This is an optimization exercise on Yosys and OpenROAD, whose aim is small area, not a production implementation. Only simulation tests tie the RTL to the original design; equivalence was not proved. No driver is modelled on the clock port, so clocking that relies on it looks cheaper here than on a real chip. Power is estimated from default activity; no workload was simulated.

## JK
==> flow/design.v (excerpt) <==
module sdram_controller (
    wr_addr,
    wr_data,
    wr_enable,
    rd_addr,
    rd_data,
    rd_ready,
    rd_enable,
    busy, rst_n, clk,
    addr, bank_addr, data_in, data_out, data_oe, clock_enable, cs_n, ras_n, cas_n, we_n,
    data_mask_low, data_mask_high
);
Size in the first run: roughly 140 I/O pins.
clock: 7.5 ns
lec_check: 0
cap_margin: 0
core_margin: 2
core_utilization: 40
place_density: 0.6
slew_margin: 0
standard.sh (not shown) runs the stock make flow with config.mk's settings and CLKGATE_MAP_FILE= SYNTH_SCRIPT=/design/flow/synth_recipe.tcl, a recipe that flattens the netlist after the stock synthesis.
==> flow/flow/run.sh <==
#!/bin/bash
# The standard ORFS layout with three changes to how it is made:
#  - synthesis maps logic with an area-oriented ABC script (abc_area_map.script)
#    in place of ORFS's delay-oriented one; everything else in synthesis,
#    including the flip-flops and their names, is the standard synthesis;
#  - each port is buffered by the smallest buffer (buf_1);
#  - the clock tree uses clkbuf_4 and no dummy loads; after it is built,
#    post_cts.tcl upsizes the clock buffers whose output slew is high.
set -euo pipefail
rm -rf scripts_area
cp -r "$FLOW_HOME/scripts" scripts_area
cp flow/abc_area_map.script scripts_area/abc_speed.script
export SCRIPTS_DIR="$PWD/scripts_area"
export BUFFER_PORTS_ARGS="-buffer_cell sky130_fd_sc_hd__buf_1"
export POST_CTS_TCL="$PWD/flow/post_cts.tcl"
export CTS_ARGS="-sink_clustering_enable -repair_clock_nets -dont_use_dummy_load -buf_list sky130_fd_sc_hd__clkbuf_4"
bash standard.sh finish > flow_make.log 2>&1
==> flow/flow/abc_area_map.script <==
strash
dch
amap
topo
==> flow/flow/post_cts.tcl <==
estimate_parasitics -placement
set upsized 0
foreach inst [get_cells clkbuf_*] {
  set out [get_pins -of_objects $inst -filter "direction==output"]
  if {[get_property $out slew_max] <= 0.11} { continue }
  foreach m {buf_6 clkbuf_8 clkbuf_16} {
    replace_cell $inst sky130_fd_sc_hd__$m
    estimate_parasitics -placement
    if {[get_property $out slew_max] <= 0.11} { break }
  }
  incr upsized
}
puts "post_cts: upsized $upsized clock buffers"
if {$upsized > 0} {
  detailed_placement
  estimate_parasitics -placement
}
#### Input delta (MS over JK)
==> flow/flow/run.sh <==
#!/bin/bash
# The standard ORFS layout (standard.sh) with these changes to how it is made:
#  - synthesis maps the logic with an area-oriented ABC script
#    (abc_area_map.script) in place of ORFS's delay-oriented one; everything
#    else in synthesis, including the flip-flops, their cells and names, is
#    the standard synthesis;
#  - each port is buffered by the smallest buffer (buf_1);
set -euo pipefail
rm -rf scripts_area
cp -r "$FLOW_HOME/scripts" scripts_area
cp flow/abc_area_map.script scripts_area/abc_speed.script
export SCRIPTS_DIR="$PWD/scripts_area"
export BUFFER_PORTS_ARGS="-buffer_cell sky130_fd_sc_hd__buf_1"
export POST_CTS_TCL="$PWD/flow/post_cts.tcl"
export CTS_ARGS="-sink_clustering_enable -repair_clock_nets -dont_use_dummy_load -buf_list sky130_fd_sc_hd__clkbuf_4"
bash standard.sh finish > flow_make.log 2>&1
--- a/flow/flow/post_cts.tcl
+++ b/flow/flow/post_cts.tcl
@@ -1,3 +1,11 @@
+proc post_cts_max_clk_slew {} {
+  set mx 0
+  foreach p [get_pins -hierarchical */CLK] {
+    set s [get_property $p slew_max]
+    if {$s > $mx} { set mx $s }
+  }
+  return $mx
+}
 estimate_parasitics -placement
-set upsized 0
+set resized 0
 foreach inst [get_cells clkbuf_*] {
@@ -10,6 +18,15 @@
   }
-  incr upsized
+  incr resized
 }
-puts "post_cts: upsized $upsized clock buffers"
-if {$upsized > 0} {
+foreach inst [get_cells clkbuf_*] {
+  if {[get_property $inst ref_name] ne "sky130_fd_sc_hd__clkbuf_4"} { continue }
+  foreach m {clkbuf_1 clkbuf_2 clkbuf_4} {
+    replace_cell $inst sky130_fd_sc_hd__$m
+    estimate_parasitics -placement
+    if {$m eq "clkbuf_4" || [post_cts_max_clk_slew] <= 0.11} { break }
+  }
+  if {$m ne "clkbuf_4"} { incr resized }
+}
+puts "post_cts: resized $resized clock buffers, max clock pin slew [post_cts_max_clk_slew]"
+if {$resized > 0} {
   detailed_placement
--- outcome ---
Final instance area essentially unchanged between JK and MS. Sort MS and JK by share of the clock period used by the worst path, descending, and MS comes first. On area fraction of clock buffers and clock inverters, JK tracks MS almost exactly. Compared with JK, in MS final hold slack about even; data arrival at the endpoint of the critical path rose 0.16 ns. As far as total track usage goes, MS and JK are indistinguishable; the numbers are identical. Setup WNS JK -> MS: worse. The lower detailed-routing iteration count for the pre-antenna-repair pass of MS and JK is in JK. Compared to JK, MS reaches a lower achievable clock.
--- input diff MS..AL ---
--- a/flow/flow/run.sh
+++ b/flow/flow/run.sh
@@ -1,8 +1,9 @@
 #!/bin/bash
-# The standard ORFS layout (standard.sh) with these changes to how it is made:
-#  - synthesis maps the logic with an area-oriented ABC script
-#    (abc_area_map.script) in place of ORFS's delay-oriented one; everything
-#    else in synthesis, including the flip-flops, their cells and names, is
-#    the standard synthesis;
+# The standard ORFS layout with three changes to how it is made:
+#  - synthesis maps logic with an area-oriented ABC script (abc_area_map.script)
+#    in place of ORFS's delay-oriented one; everything else in synthesis,
+#    including the flip-flops and their names, is the standard synthesis;
 #  - each port is buffered by the smallest buffer (buf_1);
+#  - the clock tree uses clkbuf_4 and no dummy loads; after it is built,
+#    post_cts.tcl upsizes the clock buffers whose output slew is high.
 set -euo pipefail
==> flow/flow/post_cts.tcl <==
estimate_parasitics -placement
set upsized 0
foreach inst [get_cells clkbuf_*] {
  set out [get_pins -of_objects $inst -filter "direction==output"]
  if {[get_property $out slew_max] > 0.11} {
    replace_cell $inst sky130_fd_sc_hd__clkbuf_8
    incr upsized
  }
}
puts "post_cts: upsized $upsized clock buffers"
if {$upsized > 0} {
  detailed_placement
  estimate_parasitics -placement
}
==> comparison <==
- AL ended with every stage complete and zero timing, DRC or antenna violations.
- The run showing the greater sequential share of layout area is MS.
- AL vs MS: logic gate share of total power down in AL
- | hold slack | AL vs MS | ≈ equal |
- Clock network power share: AL vs MS up 1.1 points
- In the flow results for MS and AL, the setup slack is larger on AL.
Input changes introduced in TR (baseline for comparison: AL):
Settings: an added GPL_TIMING_DRIVEN of 0.
Diff AL -> TR: number of filler cells placed in the layout saw a decrease, peak per-stage delay on the critical path higher, worst setup slack shrank by 0.078 ns, combinational power now sits higher. Compared with AL, in TR non-filler instance count after layout went up, final non-filler cell area went up by 140 sq um, number of search-and-repair iterations in the first detailed-routing pass down 2.


Setup of old:
Another version of the RTL of sdram_controller (not shown whole).
For scale: ~220 cells after synthesis, about 56 flip-flops, ~140 I/O pins, roughly 0.0021 sq mm of cells after synthesis.
==> flow/design.v (excerpt) <==
module sdram_controller (
    wr_addr,
    wr_data,
    wr_enable,
    rd_addr,
    rd_data,
    rd_ready,
    rd_enable,
    busy, rst_n, clk,
    addr, bank_addr, data_in, data_out, data_oe, clock_enable, cs_n, ras_n, cas_n, we_n,
    data_mask_low, data_mask_high
);
input  [23:0] wr_addr;
input  [15:0] wr_data;
input         wr_enable;
input  [23:0] rd_addr;
output [15:0] rd_data;
input         rd_enable;
output        rd_ready;
output        busy;
input         rst_n;
input         clk;
output [12:0] addr;
output [1:0]  bank_addr;
input  [15:0] data_in;
output [15:0] data_out;
output        data_oe;
output        clock_enable;
output        cs_n;
output        ras_n;
output        cas_n;
output        we_n;
output        data_mask_low;
output        data_mask_high;
localparam [9:0] S0  = 10'd363;    
localparam [9:0] SM11 = 10'd291;   
reg [12:0] row_n;      
wire [12:0] row_r = ~row_n;
reg [8:0]  col_n;      
reg [1:0]  bank_n;     
wire [8:0] col_r  = ~col_n;
wire [1:0] bank_r = ~bank_n;
reg [15:0] dq_n;       
wire [15:0] dq = ~dq_n;
reg [9:0]  rcnt_q;     
localparam [9:0] RMASK = 10'b1010101010;
wire [9:0] rcnt = rcnt_q ^ RMASK;
reg        ref_due;    
reg [1:0]  mode_n;     
wire [1:0] mode = ~mode_n;
wire       acc = mode[1];               
wire       rd  = mode[0];               
wire       seq = ~mode[1] & mode[0];    
reg [2:0]  phase;
wire ph_in  = phase[2] ? (~phase[1] & phase[0]) : (phase[1] | ~phase[0]);
wire post   = acc & phase[2] & ~phase[0] & (~phase[1] | ~rd);    
wire act    = acc & (phase == 3'b000);
wire cas    = acc & (phase == 3'b101);
wire dec    = (mode == 2'b00) | post;          
wire [9:0] rcnt_next = {rcnt[8:0], rcnt[9] ^ rcnt[2]};
wire at518  = ~rcnt[8] & ~rcnt[7] & ~rcnt[4] & ~rcnt[3] & ~rcnt[1] & ~rcnt[0];
wire s_pall = seq & ~rcnt[4] & ~rcnt[3] & ~rcnt[2];                  
wire s_ref  = seq & ((~rcnt[6] & ~rcnt[5] & ~rcnt[4]) |
                     (~rcnt[9] & rcnt[7] & rcnt[4] & ~rcnt[2]));    
wire s_mrs  = seq & ~rcnt[4] & ~rcnt[2] & ~rcnt[1];                  
wire s_end  = ~rcnt[6] & rcnt[5] & ~rcnt[3] & rcnt[2];               
wire ld_rd = rd_enable;
wire ld_wr = ~rd_enable & wr_enable;
wire hold  = ~rd_enable & ~wr_enable;
wire dq_cap  = rd & ~dec;
  ...
clock: 7.5 ns
lec_check: 0
cap_margin: 0
core_margin: 2
core_utilization: 60
place_density: 0.85
slew_margin: 0
==> flow/flow/run.sh <==
#!/bin/bash
# The standard ORFS layout (standard.sh) with these changes to how it is made:
#  - synthesis maps the logic with an area-oriented ABC script
#    (abc_area_map.script) in place of ORFS's delay-oriented one; everything
#    else in synthesis, including the flip-flops, their cells and names, is
#    the standard synthesis;
#  - each port is buffered by the smallest buffer (buf_1);
set -euo pipefail
rm -rf scripts_area
cp -r "$FLOW_HOME/scripts" scripts_area
cp flow/abc_area_map.script scripts_area/abc_speed.script
export SCRIPTS_DIR="$PWD/scripts_area"
export BUFFER_PORTS_ARGS="-buffer_cell sky130_fd_sc_hd__buf_1"
export POST_FLOORPLAN_TCL="$PWD/flow/post_floorplan.tcl"
export POST_CTS_TCL="$PWD/flow/post_cts.tcl"
export CTS_ARGS="-sink_clustering_enable -repair_clock_nets -dont_use_dummy_load -buf_list sky130_fd_sc_hd__clkbuf_4"
bash standard.sh finish > flow_make.log 2>&1
Scripts as last shown in full above: flow/flow/abc_area_map.script
Other scripts of this flow, unchanged in this note and not shown: flow/flow/post_cts.tcl, flow/flow/post_floorplan.tcl
The following lists how new was set up differently from old:
-- flow/flow/run.sh --
<<< old, line 13
export BUFFER_PORTS_ARGS="-buffer_cell sky130_fd_sc_hd__buf_1"
export POST_FLOORPLAN_TCL="$PWD/flow/post_floorplan.tcl"
>>> new, line 13
export BUFFER_PORTS_ARGS="-buffer_cell sky130_fd_sc_hd__buf_1"
export GPL_KEEP_OVERFLOW=0
export POST_FLOORPLAN_TCL="$PWD/flow/post_floorplan.tcl"
-- flow/config.mk --
<<< old, line 9
export CORE_MARGIN = 2
export CORE_UTILIZATION = 60
export PLACE_DENSITY = 0.85
export SLEW_MARGIN = 0
>>> new, line 9
export CORE_MARGIN = 2
export CORE_UTILIZATION = 40
export PLACE_DENSITY = 0.6
export SLEW_MARGIN = 0
### Flow results
- As far as proportion of synthesized chip area in sequential cells goes, old and new are indistinguishable; the numbers are identical.
- new ended with more global-route wire length before repair than old.
- Maximum frequency (new vs. old) decreases by a few percent
- The fraction of area in multi-input gates in new sits 0.16 points below the value recorded for old.
- new reports a lower initial core utilization than old does.
- Comparing new and old, the higher die outline height was measured on new.
- In new the share of total power in combinational logic turned out 0.8 points lower than in old.
- addr[5] as the critical path capture point was reported by new, and ras_n by old.
- The sequential fraction of total cell area number comes out higher for old vs new.
- Area added between synthesis and finish was higher in the run labelled new.
- Between old and new, final estimated routing congestion in global placement increased.
- Re part of the total power dissipated in the clock network: new and old aren't equal, and the higher value belongs to new.

## re-timing with driven ports
Ports are ideal in the flow. The routed layouts listed here were re-timed in OpenROAD. Step 1 sets driving cells, clkbuf_16 on the clock port and buf_2 on the other inputs (assumed; they add their load-dependent delay and slew). Step 2 also shifts input and output timing later by t, the mid clock arrival at the registers, as if the neighbouring blocks saw the same clock. Slacks: no drivers / after step 1 / after step 2; pairs: no drivers / after step 1.
| run | t, ns | setup WS [ns] | worst register clock-pin slew, ns |
|---|---|---|---|
| JK | 0.343 | 3.932 / 3.907 / 4.249 | 0.10 / 0.10 |
| MS | 0.499 | 3.774 / 3.749 / 4.249 | 0.10 / 0.10 |
| AL | 0.360 | 3.919 / 3.894 / 4.254 | 0.09 / 0.09 |
| TR | 0.361 | 3.841 / 3.817 / 3.997 | 0.09 / 0.09 |
| old | 0.481 | 3.913 / 3.888 / 4.325 | 0.10 / 0.10 |
| new | 0.521 | 3.774 / 3.748 / 3.509 | 0.10 / 0.10 |
After both steps every run listed still meets setup and hold. For new, which loses most, drivers alone change the setup slack by -0.026 ns; drivers and shift together by -0.265 ns.
